This is an optimization exercise on Yosys and OpenROAD, whose aim is small area and a short achievable clock period, not a production implementation. In this exercise RTL edits were held to simulation tests only and were not proved equivalent to the original. Power figures rest on the tool's default switching activity, not on a simulated workload.

### flow/flow/run.sh
#!/bin/bash
# The standard ORFS flow (standard.sh), with two changes to how the layout is made:
# - repair_timing aims for more setup slack than zero (SETUP_SLACK_MARGIN), so the
#   resizer shortens the critical paths instead of stopping at the 30 ns clock;
# - the port buffers are buf_2 cells instead of the slow delay buffers buffer_ports picks.
# The SDC, clock period, floorplan, power grid, tap cells, CTS and routing are as standard.
set -euo pipefail
MARGIN=$(cat flow/margin.txt)
bash standard.sh "SETUP_SLACK_MARGIN=${MARGIN}" \
  "BUFFER_PORTS_ARGS=-buffer_cell sky130_fd_sc_hd__buf_2" finish > flow_make.log 2>&1
### flow/flow/margin.txt
13
### flow/standard.sh
#!/bin/bash
# synth_recipe.tcl (not shown) runs the flow's synth.tcl, then flattens the netlist and writes it again
# the make line also repeats each setting of config.mk as NAME=value (left out here)
make -C /OpenROAD-flow-scripts/flow DESIGN_CONFIG=/design/flow/config.mk WORK_HOME=/design/flow/orfs CLKGATE_MAP_FILE= SYNTH_SCRIPT=/design/flow/synth_recipe.tcl "${@:-finish}"
### flow/config.mk
export PLATFORM = sky130hd
export DESIGN_NAME = processor
export DESIGN_NICKNAME = processor
export VERILOG_FILES = /design/flow/design.v
export SDC_FILE = /design/flow/constraint.sdc
export NUM_CORES = 4
export LEC_CHECK = 0
export CAP_MARGIN = 20
export CELL_PAD_IN_SITES_DETAIL_PLACEMENT = 1
export CORE_MARGIN = 2
export CORE_UTILIZATION = 50
export CTS_CLUSTER_DIAMETER = 100
export CTS_CLUSTER_SIZE = 20
export SLEW_MARGIN = 20
export SYNTH_HIERARCHICAL = 1
### flow/constraint.sdc
create_clock -name core_clock -period 30.0 [get_ports {clk}]
set_input_delay 6.0000 -clock core_clock [delete_from_list [all_inputs] [get_ports {clk}]]
set_output_delay 6.0000 -clock core_clock [all_outputs]
set_load 0.01 [all_outputs]
### flow/design.v
module ks_adder(input logic [31:0] pn, gn, input logic cin, output logic [31:0] sum, output logic cout);
  logic cin_n, g_l0_0, iv_g_l0_0, g_l1_1, g_l1_2, p_l1_2, g_l1_3, p_l1_3, g_l1_4, p_l1_4, g_l1_5, p_l1_5, g_l1_6, p_l1_6, g_l1_7, p_l1_7, g_l1_8, p_l1_8, g_l1_9, p_l1_9, g_l1_10, p_l1_10, g_l1_11, p_l1_11, g_l1_12, p_l1_12, g_l1_13, p_l1_13, g_l1_14, p_l1_14, g_l1_15, p_l1_15, g_l1_16, p_l1_16, g_l1_17, p_l1_17, g_l1_18, p_l1_18, g_l1_19, p_l1_19, g_l1_20, p_l1_20, g_l1_21, p_l1_21, g_l1_22, p_l1_22, g_l1_23, p_l1_23, g_l1_24, p_l1_24, g_l1_25, p_l1_25, g_l1_26, p_l1_26, g_l1_27, p_l1_27, g_l1_28, p_l1_28, g_l1_29, p_l1_29, g_l1_30, p_l1_30, g_l1_31, p_l1_31, g_l2_2, g_l2_3, g_l2_4, p_l2_4, g_l2_5, p_l2_5, g_l2_6, p_l2_6, g_l2_7, p_l2_7, g_l2_8, p_l2_8, g_l2_9, p_l2_9, g_l2_10, p_l2_10, g_l2_11, p_l2_11, g_l2_12, p_l2_12, g_l2_13, p_l2_13, g_l2_14, p_l2_14, g_l2_15, p_l2_15, g_l2_16, p_l2_16, g_l2_17, p_l2_17, g_l2_18, p_l2_18, g_l2_19, p_l2_19, g_l2_20, p_l2_20, g_l2_21, p_l2_21, g_l2_22, p_l2_22, g_l2_23, p_l2_23, g_l2_24, p_l2_24, g_l2_25, p_l2_25, g_l2_26, p_l2_26, g_l2_27, p_l2_27, g_l2_28, p_l2_28, g_l2_29, p_l2_29, g_l2_30, p_l2_30, g_l2_31, p_l2_31, g_l3_4, iv_g_l1_1, g_l3_5, g_l3_6, g_l3_7, g_l3_8, p_l3_8, g_l3_9, p_l3_9, g_l3_10, p_l3_10, g_l3_11, p_l3_11, g_l3_12, p_l3_12, g_l3_13, p_l3_13, g_l3_14, p_l3_14, g_l3_15, p_l3_15, g_l3_16, p_l3_16, g_l3_17, p_l3_17, g_l3_18, p_l3_18, g_l3_19, p_l3_19, g_l3_20, p_l3_20, g_l3_21, p_l3_21, g_l3_22, p_l3_22, g_l3_23, p_l3_23, g_l3_24, p_l3_24, g_l3_25, p_l3_25, g_l3_26, p_l3_26, g_l3_27, p_l3_27, g_l3_28, p_l3_28, g_l3_29, p_l3_29, g_l3_30, p_l3_30, g_l3_31, p_l3_31, g_l4_8, g_l4_9, iv_g_l2_2, g_l4_10, iv_g_l2_3, g_l4_11, g_l4_12, g_l4_13, g_l4_14, g_l4_15, g_l4_16, p_l4_16, g_l4_17, p_l4_17, g_l4_18, p_l4_18, g_l4_19, p_l4_19, g_l4_20, p_l4_20, g_l4_21, p_l4_21, g_l4_22, p_l4_22, g_l4_23, p_l4_23, g_l4_24, p_l4_24, g_l4_25, p_l4_25, g_l4_26, p_l4_26, g_l4_27, p_l4_27, g_l4_28, p_l4_28, g_l4_29, p_l4_29, g_l4_30, p_l4_30, g_l4_31, p_l4_31, g_l5_16, g_l5_17, g_l5_18, g_l5_19, iv_g_l3_4, g_l5_20, iv_g_l3_5, g_l5_21, iv_g_l3_6, g_l5_22, iv_g_l3_7, g_l5_23, g_l5_24, g_l5_25, g_l5_26, g_l5_27, g_l5_28, g_l5_29, g_l5_30, g_l5_31;
  inv1 u_cin_n(cin, cin_n);
  gcell_n u_g0(pn[0], cin_n, gn[0], g_l0_0);
  inv1 u_iv_g_l0_0(g_l0_0, iv_g_l0_0);
  gcell_n u_g1_1(pn[1], iv_g_l0_0, gn[1], g_l1_1);
  gcell_n u_g1_2(pn[2], gn[1], gn[2], g_l1_2);
  nor2c u_p1_2(pn[2], pn[1], p_l1_2);
  gcell_n u_g1_3(pn[3], gn[2], gn[3], g_l1_3);
  nor2c u_p1_3(pn[3], pn[2], p_l1_3);
  gcell_n u_g1_4(pn[4], gn[3], gn[4], g_l1_4);
  nor2c u_p1_4(pn[4], pn[3], p_l1_4);
  gcell_n u_g1_5(pn[5], gn[4], gn[5], g_l1_5);
  nor2c u_p1_5(pn[5], pn[4], p_l1_5);
  gcell_n u_g1_6(pn[6], gn[5], gn[6], g_l1_6);
  nor2c u_p1_6(pn[6], pn[5], p_l1_6);
  gcell_n u_g1_7(pn[7], gn[6], gn[7], g_l1_7);
  nor2c u_p1_7(pn[7], pn[6], p_l1_7);
  gcell_n u_g1_8(pn[8], gn[7], gn[8], g_l1_8);
  nor2c u_p1_8(pn[8], pn[7], p_l1_8);
  gcell_n u_g1_9(pn[9], gn[8], gn[9], g_l1_9);
  nor2c u_p1_9(pn[9], pn[8], p_l1_9);
  gcell_n u_g1_10(pn[10], gn[9], gn[10], g_l1_10);
  nor2c u_p1_10(pn[10], pn[9], p_l1_10);
  gcell_n u_g1_11(pn[11], gn[10], gn[11], g_l1_11);
  nor2c u_p1_11(pn[11], pn[10], p_l1_11);
  gcell_n u_g1_12(pn[12], gn[11], gn[12], g_l1_12);
  nor2c u_p1_12(pn[12], pn[11], p_l1_12);
  gcell_n u_g1_13(pn[13], gn[12], gn[13], g_l1_13);
  nor2c u_p1_13(pn[13], pn[12], p_l1_13);
  gcell_n u_g1_14(pn[14], gn[13], gn[14], g_l1_14);
  nor2c u_p1_14(pn[14], pn[13], p_l1_14);
  gcell_n u_g1_15(pn[15], gn[14], gn[15], g_l1_15);
  nor2c u_p1_15(pn[15], pn[14], p_l1_15);
  gcell_n u_g1_16(pn[16], gn[15], gn[16], g_l1_16);
  nor2c u_p1_16(pn[16], pn[15], p_l1_16);
  gcell_n u_g1_17(pn[17], gn[16], gn[17], g_l1_17);
  nor2c u_p1_17(pn[17], pn[16], p_l1_17);
  gcell_n u_g1_18(pn[18], gn[17], gn[18], g_l1_18);
  nor2c u_p1_18(pn[18], pn[17], p_l1_18);
  gcell_n u_g1_19(pn[19], gn[18], gn[19], g_l1_19);
  nor2c u_p1_19(pn[19], pn[18], p_l1_19);
  gcell_n u_g1_20(pn[20], gn[19], gn[20], g_l1_20);
  nor2c u_p1_20(pn[20], pn[19], p_l1_20);
  gcell_n u_g1_21(pn[21], gn[20], gn[21], g_l1_21);
  nor2c u_p1_21(pn[21], pn[20], p_l1_21);
  gcell_n u_g1_22(pn[22], gn[21], gn[22], g_l1_22);
  nor2c u_p1_22(pn[22], pn[21], p_l1_22);
  gcell_n u_g1_23(pn[23], gn[22], gn[23], g_l1_23);
  nor2c u_p1_23(pn[23], pn[22], p_l1_23);
  gcell_n u_g1_24(pn[24], gn[23], gn[24], g_l1_24);
  nor2c u_p1_24(pn[24], pn[23], p_l1_24);
  gcell_n u_g1_25(pn[25], gn[24], gn[25], g_l1_25);
  nor2c u_p1_25(pn[25], pn[24], p_l1_25);
  gcell_n u_g1_26(pn[26], gn[25], gn[26], g_l1_26);
  nor2c u_p1_26(pn[26], pn[25], p_l1_26);
  gcell_n u_g1_27(pn[27], gn[26], gn[27], g_l1_27);
  nor2c u_p1_27(pn[27], pn[26], p_l1_27);
  gcell_n u_g1_28(pn[28], gn[27], gn[28], g_l1_28);
  nor2c u_p1_28(pn[28], pn[27], p_l1_28);
  gcell_n u_g1_29(pn[29], gn[28], gn[29], g_l1_29);
  nor2c u_p1_29(pn[29], pn[28], p_l1_29);
  gcell_n u_g1_30(pn[30], gn[29], gn[30], g_l1_30);
  nor2c u_p1_30(pn[30], pn[29], p_l1_30);
  gcell_n u_g1_31(pn[31], gn[30], gn[31], g_l1_31);
  nor2c u_p1_31(pn[31], pn[30], p_l1_31);
  gcell_p u_g2_2(p_l1_2, g_l0_0, g_l1_2, g_l2_2);
  gcell_p u_g2_3(p_l1_3, g_l1_1, g_l1_3, g_l2_3);
  gcell_p u_g2_4(p_l1_4, g_l1_2, g_l1_4, g_l2_4);
  nand2c u_p2_4(p_l1_4, p_l1_2, p_l2_4);
  gcell_p u_g2_5(p_l1_5, g_l1_3, g_l1_5, g_l2_5);
  nand2c u_p2_5(p_l1_5, p_l1_3, p_l2_5);
  gcell_p u_g2_6(p_l1_6, g_l1_4, g_l1_6, g_l2_6);
  nand2c u_p2_6(p_l1_6, p_l1_4, p_l2_6);
  gcell_p u_g2_7(p_l1_7, g_l1_5, g_l1_7, g_l2_7);
  nand2c u_p2_7(p_l1_7, p_l1_5, p_l2_7);
  gcell_p u_g2_8(p_l1_8, g_l1_6, g_l1_8, g_l2_8);
  nand2c u_p2_8(p_l1_8, p_l1_6, p_l2_8);
  gcell_p u_g2_9(p_l1_9, g_l1_7, g_l1_9, g_l2_9);
  nand2c u_p2_9(p_l1_9, p_l1_7, p_l2_9);
  gcell_p u_g2_10(p_l1_10, g_l1_8, g_l1_10, g_l2_10);
  nand2c u_p2_10(p_l1_10, p_l1_8, p_l2_10);
  gcell_p u_g2_11(p_l1_11, g_l1_9, g_l1_11, g_l2_11);
  nand2c u_p2_11(p_l1_11, p_l1_9, p_l2_11);
  gcell_p u_g2_12(p_l1_12, g_l1_10, g_l1_12, g_l2_12);
  nand2c u_p2_12(p_l1_12, p_l1_10, p_l2_12);
  gcell_p u_g2_13(p_l1_13, g_l1_11, g_l1_13, g_l2_13);
  nand2c u_p2_13(p_l1_13, p_l1_11, p_l2_13);
  gcell_p u_g2_14(p_l1_14, g_l1_12, g_l1_14, g_l2_14);
  nand2c u_p2_14(p_l1_14, p_l1_12, p_l2_14);
  gcell_p u_g2_15(p_l1_15, g_l1_13, g_l1_15, g_l2_15);
  nand2c u_p2_15(p_l1_15, p_l1_13, p_l2_15);
  gcell_p u_g2_16(p_l1_16, g_l1_14, g_l1_16, g_l2_16);
  nand2c u_p2_16(p_l1_16, p_l1_14, p_l2_16);
  gcell_p u_g2_17(p_l1_17, g_l1_15, g_l1_17, g_l2_17);
  nand2c u_p2_17(p_l1_17, p_l1_15, p_l2_17);
  gcell_p u_g2_18(p_l1_18, g_l1_16, g_l1_18, g_l2_18);
  nand2c u_p2_18(p_l1_18, p_l1_16, p_l2_18);
  gcell_p u_g2_19(p_l1_19, g_l1_17, g_l1_19, g_l2_19);
  nand2c u_p2_19(p_l1_19, p_l1_17, p_l2_19);
  gcell_p u_g2_20(p_l1_20, g_l1_18, g_l1_20, g_l2_20);
  nand2c u_p2_20(p_l1_20, p_l1_18, p_l2_20);
  gcell_p u_g2_21(p_l1_21, g_l1_19, g_l1_21, g_l2_21);
  nand2c u_p2_21(p_l1_21, p_l1_19, p_l2_21);
  gcell_p u_g2_22(p_l1_22, g_l1_20, g_l1_22, g_l2_22);
  nand2c u_p2_22(p_l1_22, p_l1_20, p_l2_22);
  gcell_p u_g2_23(p_l1_23, g_l1_21, g_l1_23, g_l2_23);
  nand2c u_p2_23(p_l1_23, p_l1_21, p_l2_23);
  gcell_p u_g2_24(p_l1_24, g_l1_22, g_l1_24, g_l2_24);
  nand2c u_p2_24(p_l1_24, p_l1_22, p_l2_24);
  gcell_p u_g2_25(p_l1_25, g_l1_23, g_l1_25, g_l2_25);
  nand2c u_p2_25(p_l1_25, p_l1_23, p_l2_25);
  gcell_p u_g2_26(p_l1_26, g_l1_24, g_l1_26, g_l2_26);
  nand2c u_p2_26(p_l1_26, p_l1_24, p_l2_26);
  gcell_p u_g2_27(p_l1_27, g_l1_25, g_l1_27, g_l2_27);
  nand2c u_p2_27(p_l1_27, p_l1_25, p_l2_27);
  gcell_p u_g2_28(p_l1_28, g_l1_26, g_l1_28, g_l2_28);
  nand2c u_p2_28(p_l1_28, p_l1_26, p_l2_28);
  gcell_p u_g2_29(p_l1_29, g_l1_27, g_l1_29, g_l2_29);
  nand2c u_p2_29(p_l1_29, p_l1_27, p_l2_29);
  gcell_p u_g2_30(p_l1_30, g_l1_28, g_l1_30, g_l2_30);
  nand2c u_p2_30(p_l1_30, p_l1_28, p_l2_30);
  gcell_p u_g2_31(p_l1_31, g_l1_29, g_l1_31, g_l2_31);
  nand2c u_p2_31(p_l1_31, p_l1_29, p_l2_31);
  gcell_n u_g3_4(p_l2_4, iv_g_l0_0, g_l2_4, g_l3_4);
  inv1 u_iv_g_l1_1(g_l1_1, iv_g_l1_1);
  gcell_n u_g3_5(p_l2_5, iv_g_l1_1, g_l2_5, g_l3_5);
  gcell_n u_g3_6(p_l2_6, g_l2_2, g_l2_6, g_l3_6);
  gcell_n u_g3_7(p_l2_7, g_l2_3, g_l2_7, g_l3_7);
  gcell_n u_g3_8(p_l2_8, g_l2_4, g_l2_8, g_l3_8);
  nor2c u_p3_8(p_l2_8, p_l2_4, p_l3_8);
  gcell_n u_g3_9(p_l2_9, g_l2_5, g_l2_9, g_l3_9);
  nor2c u_p3_9(p_l2_9, p_l2_5, p_l3_9);
  gcell_n u_g3_10(p_l2_10, g_l2_6, g_l2_10, g_l3_10);
  nor2c u_p3_10(p_l2_10, p_l2_6, p_l3_10);
  gcell_n u_g3_11(p_l2_11, g_l2_7, g_l2_11, g_l3_11);
  nor2c u_p3_11(p_l2_11, p_l2_7, p_l3_11);
  gcell_n u_g3_12(p_l2_12, g_l2_8, g_l2_12, g_l3_12);
  nor2c u_p3_12(p_l2_12, p_l2_8, p_l3_12);
  gcell_n u_g3_13(p_l2_13, g_l2_9, g_l2_13, g_l3_13);
  nor2c u_p3_13(p_l2_13, p_l2_9, p_l3_13);
  gcell_n u_g3_14(p_l2_14, g_l2_10, g_l2_14, g_l3_14);
  nor2c u_p3_14(p_l2_14, p_l2_10, p_l3_14);
  gcell_n u_g3_15(p_l2_15, g_l2_11, g_l2_15, g_l3_15);
  nor2c u_p3_15(p_l2_15, p_l2_11, p_l3_15);
  gcell_n u_g3_16(p_l2_16, g_l2_12, g_l2_16, g_l3_16);
  nor2c u_p3_16(p_l2_16, p_l2_12, p_l3_16);
  gcell_n u_g3_17(p_l2_17, g_l2_13, g_l2_17, g_l3_17);
  nor2c u_p3_17(p_l2_17, p_l2_13, p_l3_17);
  gcell_n u_g3_18(p_l2_18, g_l2_14, g_l2_18, g_l3_18);
  nor2c u_p3_18(p_l2_18, p_l2_14, p_l3_18);
  gcell_n u_g3_19(p_l2_19, g_l2_15, g_l2_19, g_l3_19);
  nor2c u_p3_19(p_l2_19, p_l2_15, p_l3_19);
  gcell_n u_g3_20(p_l2_20, g_l2_16, g_l2_20, g_l3_20);
  nor2c u_p3_20(p_l2_20, p_l2_16, p_l3_20);
  gcell_n u_g3_21(p_l2_21, g_l2_17, g_l2_21, g_l3_21);
  nor2c u_p3_21(p_l2_21, p_l2_17, p_l3_21);
  gcell_n u_g3_22(p_l2_22, g_l2_18, g_l2_22, g_l3_22);
  nor2c u_p3_22(p_l2_22, p_l2_18, p_l3_22);
  gcell_n u_g3_23(p_l2_23, g_l2_19, g_l2_23, g_l3_23);
  nor2c u_p3_23(p_l2_23, p_l2_19, p_l3_23);
  gcell_n u_g3_24(p_l2_24, g_l2_20, g_l2_24, g_l3_24);
  nor2c u_p3_24(p_l2_24, p_l2_20, p_l3_24);
  gcell_n u_g3_25(p_l2_25, g_l2_21, g_l2_25, g_l3_25);
  nor2c u_p3_25(p_l2_25, p_l2_21, p_l3_25);
  gcell_n u_g3_26(p_l2_26, g_l2_22, g_l2_26, g_l3_26);
  nor2c u_p3_26(p_l2_26, p_l2_22, p_l3_26);
  gcell_n u_g3_27(p_l2_27, g_l2_23, g_l2_27, g_l3_27);
  nor2c u_p3_27(p_l2_27, p_l2_23, p_l3_27);
  gcell_n u_g3_28(p_l2_28, g_l2_24, g_l2_28, g_l3_28);
  nor2c u_p3_28(p_l2_28, p_l2_24, p_l3_28);
  gcell_n u_g3_29(p_l2_29, g_l2_25, g_l2_29, g_l3_29);
  nor2c u_p3_29(p_l2_29, p_l2_25, p_l3_29);
  gcell_n u_g3_30(p_l2_30, g_l2_26, g_l2_30, g_l3_30);
  nor2c u_p3_30(p_l2_30, p_l2_26, p_l3_30);
  gcell_n u_g3_31(p_l2_31, g_l2_27, g_l2_31, g_l3_31);
  nor2c u_p3_31(p_l2_31, p_l2_27, p_l3_31);
  gcell_p u_g4_8(p_l3_8, g_l0_0, g_l3_8, g_l4_8);
  gcell_p u_g4_9(p_l3_9, g_l1_1, g_l3_9, g_l4_9);
  inv1 u_iv_g_l2_2(g_l2_2, iv_g_l2_2);
  gcell_p u_g4_10(p_l3_10, iv_g_l2_2, g_l3_10, g_l4_10);
  inv1 u_iv_g_l2_3(g_l2_3, iv_g_l2_3);
  gcell_p u_g4_11(p_l3_11, iv_g_l2_3, g_l3_11, g_l4_11);
  gcell_p u_g4_12(p_l3_12, g_l3_4, g_l3_12, g_l4_12);
  gcell_p u_g4_13(p_l3_13, g_l3_5, g_l3_13, g_l4_13);
  gcell_p u_g4_14(p_l3_14, g_l3_6, g_l3_14, g_l4_14);
  gcell_p u_g4_15(p_l3_15, g_l3_7, g_l3_15, g_l4_15);
  gcell_p u_g4_16(p_l3_16, g_l3_8, g_l3_16, g_l4_16);
  nand2c u_p4_16(p_l3_16, p_l3_8, p_l4_16);
  gcell_p u_g4_17(p_l3_17, g_l3_9, g_l3_17, g_l4_17);
  nand2c u_p4_17(p_l3_17, p_l3_9, p_l4_17);
  gcell_p u_g4_18(p_l3_18, g_l3_10, g_l3_18, g_l4_18);
  nand2c u_p4_18(p_l3_18, p_l3_10, p_l4_18);
  gcell_p u_g4_19(p_l3_19, g_l3_11, g_l3_19, g_l4_19);
  nand2c u_p4_19(p_l3_19, p_l3_11, p_l4_19);
  gcell_p u_g4_20(p_l3_20, g_l3_12, g_l3_20, g_l4_20);
  nand2c u_p4_20(p_l3_20, p_l3_12, p_l4_20);
  gcell_p u_g4_21(p_l3_21, g_l3_13, g_l3_21, g_l4_21);
  nand2c u_p4_21(p_l3_21, p_l3_13, p_l4_21);
  gcell_p u_g4_22(p_l3_22, g_l3_14, g_l3_22, g_l4_22);
  nand2c u_p4_22(p_l3_22, p_l3_14, p_l4_22);
  gcell_p u_g4_23(p_l3_23, g_l3_15, g_l3_23, g_l4_23);
  nand2c u_p4_23(p_l3_23, p_l3_15, p_l4_23);
  gcell_p u_g4_24(p_l3_24, g_l3_16, g_l3_24, g_l4_24);
  nand2c u_p4_24(p_l3_24, p_l3_16, p_l4_24);
  gcell_p u_g4_25(p_l3_25, g_l3_17, g_l3_25, g_l4_25);
  nand2c u_p4_25(p_l3_25, p_l3_17, p_l4_25);
  gcell_p u_g4_26(p_l3_26, g_l3_18, g_l3_26, g_l4_26);
  nand2c u_p4_26(p_l3_26, p_l3_18, p_l4_26);
  gcell_p u_g4_27(p_l3_27, g_l3_19, g_l3_27, g_l4_27);
  nand2c u_p4_27(p_l3_27, p_l3_19, p_l4_27);
  gcell_p u_g4_28(p_l3_28, g_l3_20, g_l3_28, g_l4_28);
  nand2c u_p4_28(p_l3_28, p_l3_20, p_l4_28);
  gcell_p u_g4_29(p_l3_29, g_l3_21, g_l3_29, g_l4_29);
  nand2c u_p4_29(p_l3_29, p_l3_21, p_l4_29);
  gcell_p u_g4_30(p_l3_30, g_l3_22, g_l3_30, g_l4_30);
  nand2c u_p4_30(p_l3_30, p_l3_22, p_l4_30);
  gcell_p u_g4_31(p_l3_31, g_l3_23, g_l3_31, g_l4_31);
  nand2c u_p4_31(p_l3_31, p_l3_23, p_l4_31);
  gcell_n u_g5_16(p_l4_16, iv_g_l0_0, g_l4_16, g_l5_16);
  gcell_n u_g5_17(p_l4_17, iv_g_l1_1, g_l4_17, g_l5_17);
  gcell_n u_g5_18(p_l4_18, g_l2_2, g_l4_18, g_l5_18);
  gcell_n u_g5_19(p_l4_19, g_l2_3, g_l4_19, g_l5_19);
  inv1 u_iv_g_l3_4(g_l3_4, iv_g_l3_4);
  gcell_n u_g5_20(p_l4_20, iv_g_l3_4, g_l4_20, g_l5_20);
  inv1 u_iv_g_l3_5(g_l3_5, iv_g_l3_5);
  gcell_n u_g5_21(p_l4_21, iv_g_l3_5, g_l4_21, g_l5_21);
  inv1 u_iv_g_l3_6(g_l3_6, iv_g_l3_6);
  gcell_n u_g5_22(p_l4_22, iv_g_l3_6, g_l4_22, g_l5_22);
  inv1 u_iv_g_l3_7(g_l3_7, iv_g_l3_7);
  gcell_n u_g5_23(p_l4_23, iv_g_l3_7, g_l4_23, g_l5_23);
  gcell_n u_g5_24(p_l4_24, g_l4_8, g_l4_24, g_l5_24);
  gcell_n u_g5_25(p_l4_25, g_l4_9, g_l4_25, g_l5_25);
  gcell_n u_g5_26(p_l4_26, g_l4_10, g_l4_26, g_l5_26);
  gcell_n u_g5_27(p_l4_27, g_l4_11, g_l4_27, g_l5_27);
  gcell_n u_g5_28(p_l4_28, g_l4_12, g_l4_28, g_l5_28);
  gcell_n u_g5_29(p_l4_29, g_l4_13, g_l4_29, g_l5_29);
  gcell_n u_g5_30(p_l4_30, g_l4_14, g_l4_30, g_l5_30);
  gcell_n u_g5_31(p_l4_31, g_l4_15, g_l4_31, g_l5_31);
  assign sum[0] = ~(pn[0] ^ cin);
  assign sum[1] = ~(pn[1] ^ g_l0_0);
  assign sum[2] = ~(pn[2] ^ g_l1_1);
  assign sum[3] = pn[3] ^ g_l2_2;
  assign sum[4] = pn[4] ^ g_l2_3;
  assign sum[5] = ~(pn[5] ^ g_l3_4);
  assign sum[6] = ~(pn[6] ^ g_l3_5);
  assign sum[7] = ~(pn[7] ^ g_l3_6);
  assign sum[8] = ~(pn[8] ^ g_l3_7);
  assign sum[9] = pn[9] ^ g_l4_8;
  assign sum[10] = pn[10] ^ g_l4_9;
  assign sum[11] = pn[11] ^ g_l4_10;
  assign sum[12] = pn[12] ^ g_l4_11;
  assign sum[13] = pn[13] ^ g_l4_12;
  assign sum[14] = pn[14] ^ g_l4_13;
  assign sum[15] = pn[15] ^ g_l4_14;
  assign sum[16] = pn[16] ^ g_l4_15;
  assign sum[17] = ~(pn[17] ^ g_l5_16);
  assign sum[18] = ~(pn[18] ^ g_l5_17);
  assign sum[19] = ~(pn[19] ^ g_l5_18);
  assign sum[20] = ~(pn[20] ^ g_l5_19);
  assign sum[21] = ~(pn[21] ^ g_l5_20);
  assign sum[22] = ~(pn[22] ^ g_l5_21);
  assign sum[23] = ~(pn[23] ^ g_l5_22);
  assign sum[24] = ~(pn[24] ^ g_l5_23);
  assign sum[25] = ~(pn[25] ^ g_l5_24);
  assign sum[26] = ~(pn[26] ^ g_l5_25);
  assign sum[27] = ~(pn[27] ^ g_l5_26);
  assign sum[28] = ~(pn[28] ^ g_l5_27);
  assign sum[29] = ~(pn[29] ^ g_l5_28);
  assign sum[30] = ~(pn[30] ^ g_l5_29);
  assign sum[31] = ~(pn[31] ^ g_l5_30);
  assign cout = g_l5_31;
endmodule
module gcell_p(input logic ph, gl, gh, output logic y);
  assign y = ~((ph & gl) | gh);
endmodule
module gcell_n(input logic phn, gln, ghn, output logic y);
  assign y = ~((phn | gln) & ghn);
endmodule
module nand2c(input logic a, b, output logic y);
  assign y = ~(a & b);
endmodule
module nor2c(input logic a, b, output logic y);
  assign y = ~(a | b);
endmodule
module inv1(input logic a, output logic y);
  assign y = ~a;
endmodule
module processor(input logic clk,
                 input logic rst,
                 input logic [31:0] instruction, read_data,
                 output logic [31:0] pc, direction, write_data,
                 output logic mem_write);
  logic [3:0] cond, cmd, rn, rd, rs, rm;
  logic [1:0] op, sh;
  logic       ibit, sbit, sh_reg;
  assign cond   = instruction[31:28];
  assign op     = instruction[27:26];
  assign ibit   = instruction[25];
  assign cmd    = instruction[24:21];
  assign sbit   = instruction[20];
  assign rn     = instruction[19:16];
  assign rd     = instruction[15:12];
  assign rs     = instruction[11:8];
  assign sh     = instruction[6:5];
  assign sh_reg = instruction[4];
  assign rm     = instruction[3:0];
  logic dp, mem, br, load, store, is_shift, is_mvn, sh_src, mov_imm, mvn_imm;
  logic alu_src, no_write, shift_reg_op;
  logic bs_imm, bs_pos, bs_neg;
  logic [31:0] immx;
  assign dp       = (op == 2'b00);
  assign mem      = (op == 2'b01);
  assign br       = (op == 2'b10);
  assign load     = mem & sbit;
  assign store    = mem & ~sbit;
  assign is_shift = (cmd == 4'b1101);
  assign is_mvn   = (cmd == 4'b1111);
  assign sh_src   = dp & (is_shift | is_mvn);
  assign mov_imm  = dp & is_shift & ibit;
  assign mvn_imm  = dp & is_mvn & ibit;
  assign alu_src  = ~dp | ibit | (is_shift & ~sh_reg);
  assign no_write = dp & ((cmd == 4'b1010) | (cmd == 4'b1011));
  assign shift_reg_op = dp & is_shift & ~ibit;
  logic op_sub, op_and, op_eor, op_orr, op_not, op_lsl, op_lsr, op_ror, op_add, op_cv;
  assign op_sub = dp & ~is_shift & ((cmd == 4'b0010) | (cmd == 4'b1010));
  assign op_and = dp & ~is_shift & (cmd == 4'b0000);
  assign op_eor = dp & ~is_shift & (cmd == 4'b0001);
  assign op_orr = dp & ~is_shift & (cmd == 4'b1100);
  assign op_not = dp & ~is_shift & (cmd == 4'b1111);
  assign op_lsl = shift_reg_op & (sh == 2'b00);
  assign op_lsr = shift_reg_op & (sh == 2'b01);
  assign op_ror = shift_reg_op & (sh == 2'b11);
  assign op_add = ~(op_sub | op_and | op_eor | op_orr | op_not | shift_reg_op);
  assign op_cv  = ~(op_and | op_eor | op_orr | op_not | op_lsl | op_lsr | op_ror);
  logic flag_n, flag_z, flag_c, flag_v, cond_ex, ge;
  assign ge = (flag_n == flag_v);
  always_comb
    case (cond)
      4'b0000: cond_ex = flag_z;
      4'b0001: cond_ex = ~flag_z;
      4'b0010: cond_ex = flag_c;
      4'b0011: cond_ex = ~flag_c;
      4'b0100: cond_ex = flag_n;
      4'b0101: cond_ex = ~flag_n;
      4'b0110: cond_ex = flag_v;
      4'b0111: cond_ex = ~flag_v;
      4'b1000: cond_ex = flag_c & ~flag_z;
      4'b1001: cond_ex = ~(flag_c & ~flag_z);
      4'b1010: cond_ex = ge;
      4'b1011: cond_ex = ~ge;
      4'b1100: cond_ex = ~flag_z & ge;
      4'b1101: cond_ex = ~(~flag_z & ge);
      4'b1110: cond_ex = 1'b1;
      default: cond_ex = 1'b0;
    endcase
  logic [31:0] pc_plus_4, pc_plus_8;
  logic [28:0] pc_hi_inc;
  assign pc_hi_inc = pc[31:3] + 29'd1;
  assign pc_plus_8 = {pc_hi_inc, pc[2:0]};
  assign pc_plus_4 = pc[2] ? {pc_hi_inc, 1'b0, pc[1:0]} : {pc[31:3], 1'b1, pc[1:0]};
  logic [31:0] rf [0:14];
  logic [3:0]  a1, a2;
  logic [15:0] sel1, sel2;
  logic [31:0] rd1, rd2;
  genvar gi, gj;
  logic [15:0] dec_rn, dec_rm, dec_rs, dec_rd;
  logic        s1_rm, s1_rn, s2_rs, s2_rd, s2_rm;
  assign dec_rn = 16'b1 << rn;
  assign dec_rm = 16'b1 << rm;
  assign dec_rs = 16'b1 << rs;
  assign dec_rd = 16'b1 << rd;
  assign s1_rm  = sh_src & ~ibit;
  assign s1_rn  = ~sh_src & ~br;
  assign s2_rs  = sh_src;
  assign s2_rd  = ~sh_src & store;
  assign s2_rm  = ~sh_src & ~store;
  logic [15:0] u1m, u1n, u2s, u2d, u2m;
  generate
    for (gi = 0; gi < 16; gi++) begin : g_sel
      nand2c n1m(s1_rm, dec_rm[gi], u1m[gi]);
      nand2c n1n(s1_rn, dec_rn[gi], u1n[gi]);
      nand2c n2s(s2_rs, dec_rs[gi], u2s[gi]);
      nand2c n2d(s2_rd, dec_rd[gi], u2d[gi]);
      nand2c n2m(s2_rm, dec_rm[gi], u2m[gi]);
      nand3c s2(u2s[gi], u2d[gi], u2m[gi], sel2[gi]);
    end
    for (gi = 0; gi < 15; gi++) begin : g_sel1
      nand2c s1(u1m[gi], u1n[gi], sel1[gi]);
    end
  endgenerate
  nand3c s1_15(u1m[15], u1n[15], ~br, sel1[15]);
  logic [31:0] g1 [0:4];
  logic [31:0] g2 [0:4];
  generate
    for (gi = 0; gi < 5; gi++) begin : g_rd
      for (gj = 0; gj < 32; gj++) begin : g_bit
        ao222n c1(sel1[3*gi], rf[3*gi][gj], sel1[3*gi+1], rf[3*gi+1][gj], sel1[3*gi+2], rf[3*gi+2][gj], g1[gi][gj]);
        ao222n c2(sel2[3*gi], rf[3*gi][gj], sel2[3*gi+1], rf[3*gi+1][gj], sel2[3*gi+2], rf[3*gi+2][gj], g2[gi][gj]);
      end
    end
  endgenerate
  logic [31:0] t1x, t2x, h1a, h1b, h2a, h2b, rd2n, bx_n;
  generate
    for (gj = 0; gj < 32; gj++) begin : g_comb
      ao22n  x1(sel1[15], pc_plus_8[gj], mvn_imm, imm_ext[gj], t1x[gj]);
      nand2c x2(sel2[15], pc_plus_8[gj], t2x[gj]);
      nand3c c1a(g1[0][gj], g1[1][gj], g1[2][gj], h1a[gj]);
      nand3c c1b(g1[3][gj], g1[4][gj], t1x[gj], h1b[gj]);
      nand3c c2a(g2[0][gj], g2[1][gj], g2[2][gj], h2a[gj]);
      nand3c c2b(g2[3][gj], g2[4][gj], t2x[gj], h2b[gj]);
      or2c   o1(h1a[gj], h1b[gj], rd1[gj]);
      or2c   o2(h2a[gj], h2b[gj], rd2[gj]);
      nor2c  o2n(h2a[gj], h2b[gj], rd2n[gj]);
      ao222n bs(bs_imm, immx[gj], bs_pos, rd2[gj], bs_neg, rd2n[gj], bx_n[gj]);
    end
  endgenerate
  logic [31:0] imm_rot, imm_ext, imm8_ext;
  assign imm8_ext = {24'b0, instruction[7:0]};
  assign imm_rot  = {imm8_ext, imm8_ext} >> {instruction[11:8], 1'b0};
  assign imm_ext = mem ? {20'b0, instruction[11:0]}
                 : br  ? {{6{instruction[23]}}, instruction[23:0], 2'b00}
                 : (dp & ~(is_shift & ~ibit)) ? imm_rot
                 : {27'b0, instruction[11:7]};
  assign bs_imm = alu_src;
  assign bs_pos = ~alu_src & ~op_sub;
  assign bs_neg = ~alu_src & op_sub;
  assign immx   = imm_ext ^ {32{op_sub}};
  logic [31:0] a, b, bx, sum, rot, shres, res;
  logic [4:0]  n, r;
  logic        big, cout, ovf;
  logic [31:0] thermo, mask;
  assign bx = ~bx_n;
  assign b  = bx ^ {32{op_sub}};
  assign a  = rd1;
  logic [31:0] pn, gn;
  generate
    for (gj = 0; gj < 32; gj++) begin : g_pg
      pgcell_n pg(a[gj], bx_n[gj], pn[gj], gn[gj]);
    end
  endgenerate
  ks_adder add(pn, gn, op_sub, sum, cout);
  assign ovf  = (a[31] ^ sum[31]) & ~(a[31] ^ b[31] ^ op_sub);
  assign n   = bx[4:0];
  assign big = |bx[31:5];
  assign r   = alu_src ? (instruction[11:7] ^ {5{op_lsl}}) : (rd2[4:0] ^ {5{op_lsl}});
  logic [31:0] lv [0:5];
  generate
    for (gj = 0; gj < 32; gj++) begin : g_pre
      mux2n m(a[gj], a[(gj + 1) % 32], op_lsl, lv[0][gj]);
    end
    for (gi = 0; gi < 5; gi++) begin : g_rot
      for (gj = 0; gj < 32; gj++) begin : g_bit
        mux2n m(lv[gi][gj], lv[gi][(gj + (1 << gi)) % 32], r[gi], lv[gi + 1][gj]);
      end
    end
  endgenerate
  assign rot = lv[5];
  assign thermo = ~32'b0 << n;
  assign mask = {32{op_ror}} | ({32{~big}} & (({32{op_lsl}} & thermo) | ({32{op_lsr}} & (~32'b0 >> n))));
  logic [31:0] rest;
  logic        arith;
  assign arith = op_add | op_sub;
  assign rest = ({32{op_and | op_orr}} & ~gn)
              | ({32{op_eor | op_orr}} & ~pn)
              | ({32{op_not}} & ~a);
  generate
    for (gj = 0; gj < 32; gj++) begin : g_res
      logic res_n;
      ao221n fin(arith, sum[gj], rot[gj], mask[gj], rest[gj], res_n);
      inv1 fo(res_n, res[gj]);
    end
  endgenerate
  assign direction = res;
  logic        we, pc_src, fw_nz, fw_cv;
  logic [31:0] wd;
  assign we     = (dp | load) & cond_ex & ~no_write;
  assign pc_src = (br | ((rd == 4'b1111) & (dp | load))) & cond_ex;
  assign fw_nz  = dp & sbit & cond_ex;
  assign fw_cv  = fw_nz & op_cv;
  assign wd     = load ? read_data : res;
  generate
    for (gi = 0; gi < 15; gi++) begin : g_wr
      always_ff @(posedge clk)
        if (we && rd == gi) rf[gi] <= wd;
    end
  endgenerate
  always_ff @(posedge clk)
    if (rst) pc <= 32'b0;
    else pc <= pc_src ? wd : pc_plus_4;
  always_ff @(posedge clk)
    if (rst) begin
      flag_n <= 1'b0;
      flag_z <= 1'b0;
      flag_c <= 1'b0;
      flag_v <= 1'b0;
    end else begin
      if (fw_nz) begin
        flag_n <= res[31];
        flag_z <= ~|res;
      end
      if (fw_cv) begin
        flag_c <= (op_add | op_sub) & cout;
        flag_v <= (op_add | op_sub) & ovf;
      end
    end
  assign write_data = rd2;
  assign mem_write  = store & cond_ex;
endmodule
module ao222n(input logic a0, b0, a1, b1, a2, b2, output logic y);
  assign y = ~((a0 & b0) | (a1 & b1) | (a2 & b2));
endmodule
module mux2n(input logic d0, d1, s, output logic y);
  assign y = ~(s ? d1 : d0);
endmodule
module pgcell(input logic a, b, output logic pn, gn);
  assign pn = ~(a ^ b);
  assign gn = ~(a & b);
endmodule
module ao221n(input logic a0, b0, a1, b1, c, output logic y);
  assign y = ~((a0 & b0) | (a1 & b1) | c);
endmodule
module pgcell_n(input logic a, bn, output logic pn, gn);
  assign pn = a ^ bn;
  assign gn = ~a | bn;
endmodule
module nand3c(input logic a, b, c, output logic y);
  assign y = ~(a & b & c);
endmodule
module or2c(input logic a, b, output logic y);
  assign y = a | b;
endmodule
module ao22n(input logic a0, b0, a1, b1, output logic y);
  assign y = ~((a0 & b0) | (a1 & b1));
endmodule
==> results.txt <==
-- metal layers --
layer  vias to the layer above  track usage [%]
met2                      2727             69.9
li1                      12500                -
met3                       569             10.6
met5                         -                0
met4                         6             21.9
met1                     15400             56.2
-- stage by stage --
stage | utilization (%) | worst slack [ns]
2_1_floorplan | - | 13.07
3_3_place_gp | 53.9 | 10.43
3_5_place_dp | 53.9 | 10.35
4_1_cts | 56.6 | 13.01
5_1_grt | 58.4 | 12.77
6_report | 58.4 | 12.90
-- logic make-up (layout without fill, tap and decap cells) --
kind of cell | count (synthesis) | count (layout) | synth area share, %
compound gates | 820 | 820 | 22.2
buf+inv | 252 | 552 | 3.41
xor+xnor | 125 | 125 | 3.46
mux | 241 | 241 | 7.76
other cells | 0 | 1 | 0
flops | 516 | 516 | 47.8
fa+ha+maj | 33 | 33 | 1.30
simple gates | 940 | 942 | 14.1
-- synthesized netlist by cell type, drive strengths merged, types with 10 or more instances --
library cell	number	share of area, %
a21oi	128	2.7
a221oi	36	1.7
a222oi	352	11
a22oi	42	1.5
and2	10	0.20
and3	12	0.24
buf	36	0.74
clkbuf	58	0.70
dfxtp	36	2.3
edfxtp	480	46
ha	33	1.3
inv	152	1.8
mux2	34	1.2
mux2i	207	6.5
nand2	268	3.2
nand2b	22	0.43
nand3	171	2.7
nand4	30	0.59
nor2	187	2.2
nor2b	10	0.20
nor3	115	1.9
nor4	18	0.36
o21ai	168	2.7
o22a	33	0.91
or2	74	1.5
xnor2	95	2.6
xor2	30	0.83
-- state kept, by name (all words and copies together), names as in the netlist --
| register | cells |
|---|---|
| flag_c | 1 |
| flag_n | 1 |
| flag_v | 1 |
| flag_z | 1 |
| pc | 32 |
| rf | 480 |
-- worst reg2reg max path, delay by kind of cell, from the launching register on --
family | cells | cell delay (ns)
and+or+nand+nor | 13 | 4.61
buffers and inverters | 4 | 0.50
AOI/OAI and AO/OA | 4 | 1.11
DFF | 1 | 0.62
adders and majority gates | 2 | 0.65
xor gates and xnor gates | 2 | 0.33
-- final cells by class --
cell class                      instances  area (sq um)
Timing Repair Buffer                  343          2570
Sequential cell                       516         15100
Multi-Input combinational cell       2161         16500
Inverter                              152           588
Fill cell                            6718         26100
Tap cell                              846          1060
Antenna cell                            1          2.50
Clock buffer                           53           858
Clock inverter                          4          57.6
-- per-module statistics from Yosys (local to each module, per instance) --
| module | times used | cell area, sq um | cells inside | flops+latches |
|---|---|---|---|---|
| pgcell_n | 32 | 23.8 | 4 | 0 |
| ks_adder | 1 | 280 | 32 | 0 |
| ao22n | 32 | 12.5 | 1 | 0 |
| inv1 | 41 | 3.75 | 1 | 0 |
| ao221n | 32 | 15.0 | 1 | 0 |
| gcell_p | 54 | 8.76 | 1 | 0 |
| gcell_n | 76 | 5.00 | 1 | 0 |
| ao222n | 352 | 10.0 | 1 | 0 |
| nor2c | 86 | 3.75 | 1 | 0 |
| nand2c | 171 | 3.75 | 1 | 0 |
| processor | 1 | 21200 | 1522 | 516 |
| or2c | 64 | 6.26 | 1 | 0 |
| mux2n | 192 | 10.0 | 1 | 0 |
| nand3c | 145 | 5.00 | 1 | 0 |
-- path summary, 6_finish.rpt --
| check | depth (start not counted) | slack, ns | endpoint |
|---|---|---|---|
| worst max-delay path | 23 | 12.90 | direction[10] |
| worst min-delay path | 2 | 0.55 | flag_c |
| worst max register to register | 25 | 22.07 | flag_z |
| worst min register to register | 2 | 0.55 | flag_c |
-- what timing repair did --
item | in CTS | in global routing
buffers inserted | 42 | 50
pin swaps | 45 | 56
gates resized for setup | 113 | 135
cloned | 2 | 10
endpoints found under the setup margin | 32 | 32
-- cell usage in the layout, fill, tap and decap left out, types with 39 or more instances in the layout --
| master | count |
|---|---|
| edfxtp_1 | 480 |
| a21oi_2 | 49 |
| o21ai_1 | 53 |
| nor2_1 | 150 |
| nand3_1 | 142 |
| inv_1 | 136 |
| a222oi_1 | 352 |
| buf_2 | 152 |
| xnor2_1 | 86 |
| mux2i_1 | 196 |
| clkbuf_16 | 39 |
| or2_1 | 60 |
| nor3_1 | 98 |
| nand2_1 | 255 |
| buf_4 | 152 |
| o21ai_0 | 82 |
| a21oi_1 | 70 |
-- power breakdown --
part / total, W / switching (W) / internal [W]
registers: 0.000890 / 0.0000174 / 0.000872
logic: 0.000755 / 0.000533 / 0.000222
clock network: 0.000445 / 0.000247 / 0.000198
total: 0.00209 / 0.000798 / 0.00129
==> impl_metrics.csv <==
group,metric,value,unit
global_routing,grt_pass1_vias,30000,
clocking,cts_made_buffers,31,
critical_path,crit_family,"simple AND/OR/NAND/NOR gates",
pwr,peakVddDrop,0.0000507,V
timing,min_period,17.10,ns
placed_design,hpwlAfterDp,104000,microns
logic_synthesis,syn_area,0.0316,sq mm
cells_and_area,syn2layout_area_growth,16.1,%
global_routing,antenna_found_initial,10,
detailed_routing,route.vias.total,31200,
detailed_routing,maxUsedRoutingLayer,"met5",
critical_path,path_class,"in -> out",
detailed_routing,firstDrtPassIters,12,
detailed_routing,initialDrtViolationCount,6513,
critical_path,r2r-start,"pc[3]",
logic_synthesis,synth_async_sr_flop_share,0,%
critical_path,startpoint_type,"input port",
timing,worst_pin_slew,1.17,ns
clocking,cts_buffer_depth,3,
clocking,clk_latency,0.63,ns
floorplanning,ioPinCount,163,
floorplanning,rows,92,
timing,max_slew_margin,21.3,%
cells_and_area,final_cells,4076,
critical_path,cpPeakStageDelay,0.52,ns
clocking,cts.htree.levels,1,
timing,rsz0062_at_grt,"true",
critical_path,worst-path-max-fanout,32,
detailed_routing,dr_wl_met2,67600,microns
pwr,power,0.00209,W
placed_design,dp.cells,3913,
clocking,cts_tree,"yes",
clocking,cts_hold_buf,0,
logic_synthesis,ys_seq_area_share,47.8,%
logic_synthesis,ys_types,74,
global_routing,track_usage,43.9,%
detailed_routing,post_drt_wl_per_cell,37.5,microns
hold_path,holdCritStartpoint,"flag_c",
critical_path,path_buf_inv,8,
detailed_routing,drc,0,
critical_path,crit_chain,"clkbuf_4 -> nand3_4 -> nor2_4 -> buf_12 -> bufbuf_16 -> nand2_1 -> nand3_2 -> buf_8 -> a222oi_1 -> nand3_1 -> or2_1 -> a222oi_1 -> buf_4 -> nand4_1 -> nor4_4 -> buf_4 -> and2_4 -> o2111ai_1 -> or3_1 -> a21oi_2 -> a221oi_2 -> inv_1 -> buf_2",
critical_path,critPathArrivalTime,11.10,ns
timing,hold_violations,0,
status,status,"no timing/DRC/antenna violations",
timing,period_share,57.0,%
placed_design,routabilityCongestion,1.05,
placed_design,dpl_cell_area,0.0339,sq mm
hold_path,hold_class,"reg -> reg",
logic_synthesis,synth_warnings,12,
critical_path,cp_slowest_cell,"a222oi_1",
critical_path,cp-end-kind,"primary output",
logic_synthesis,synth_seq_cells,516,
critical_path,startpoint,"instruction[23]",
timing,fmax,0.0585,GHz
floorplanning,core,0.0629,sq mm
floorplanning,fp.dieArea,0.0653,sq mm
detailed_routing,wl_met1,52800,microns
global_routing,grt_pass1_wl,213000,microns
logic_synthesis,syn_area_per_cell,10.8,sq um
flow_run,drv_cap,0,
cells_and_area,drive_gt1_share,23.2,%
timing,setup_viol,0,
global_routing,grt_max_degree,46,
pwr,powerDensity,56.9,mW/mm^2
logic_synthesis,synth-edff-count,480,
detailed_routing,drtAntennaViolNets,0,
detailed_routing,viasPerCell,7.65,
critical_path,cp.required,24.00,ns
detailed_routing,dr_wl_met3,20900,microns
logic_synthesis,synth_cells,2927,
clocking,clk_pin_slew_worst_paths,0.09,ns
floorplanning,die_y,256,microns
clocking,cts-root-buf,"clkbuf_16",
global_routing,overflow,0,
timing,fin_setup_tns,0,ns
pwr,p_leak,13.0,nW
clocking,clock-sinks,516,
cells_and_area,stdcell_area,0.0367,sq mm
timing,maxSlewViolCount,0,
cells_and_area,nNetsFinal,3304,
detailed_routing,wirelength,153000,microns
logic_synthesis,synth_ff_type,"edfxtp_1",
floorplanning,start_util,50.4,%
floorplanning,die-width,256,microns
placed_design,port_buffers,162,
logic_synthesis,synth_fp_nets,3026,
timing,finalClockSkew,0.0244,ns
timing,whs,0.547,ns

## static timing again, ports no longer ideal
The flow's constraints put no driver on any port. The routed layout listed below was extracted and timed again, unchanged, in two steps. Step 1, drivers: a clkbuf_16 drives clk and a buf_2 each remaining input, both assumed. Step 2 adds t to the input delays and takes it off the output delays; t is the mean of the earliest and latest rising clock arrival at the registers after step 1. Input paths then give back, and output paths get back, about the clock's delay inside the block. Slacks: ideal / step 1 / step 2; pairs: ideal / step 1.
t (ns): 0.680
setup slack, ns: 12.900 / 12.806 / 12.806
worst register clock-pin slew, ns: 0.10 / 0.10
worst slew at a driven data input, ns: 0.15
After both steps setup and hold are still met in this run. For this run, drivers alone change the setup slack by -0.094 ns; drivers and shift together by -0.094 ns.
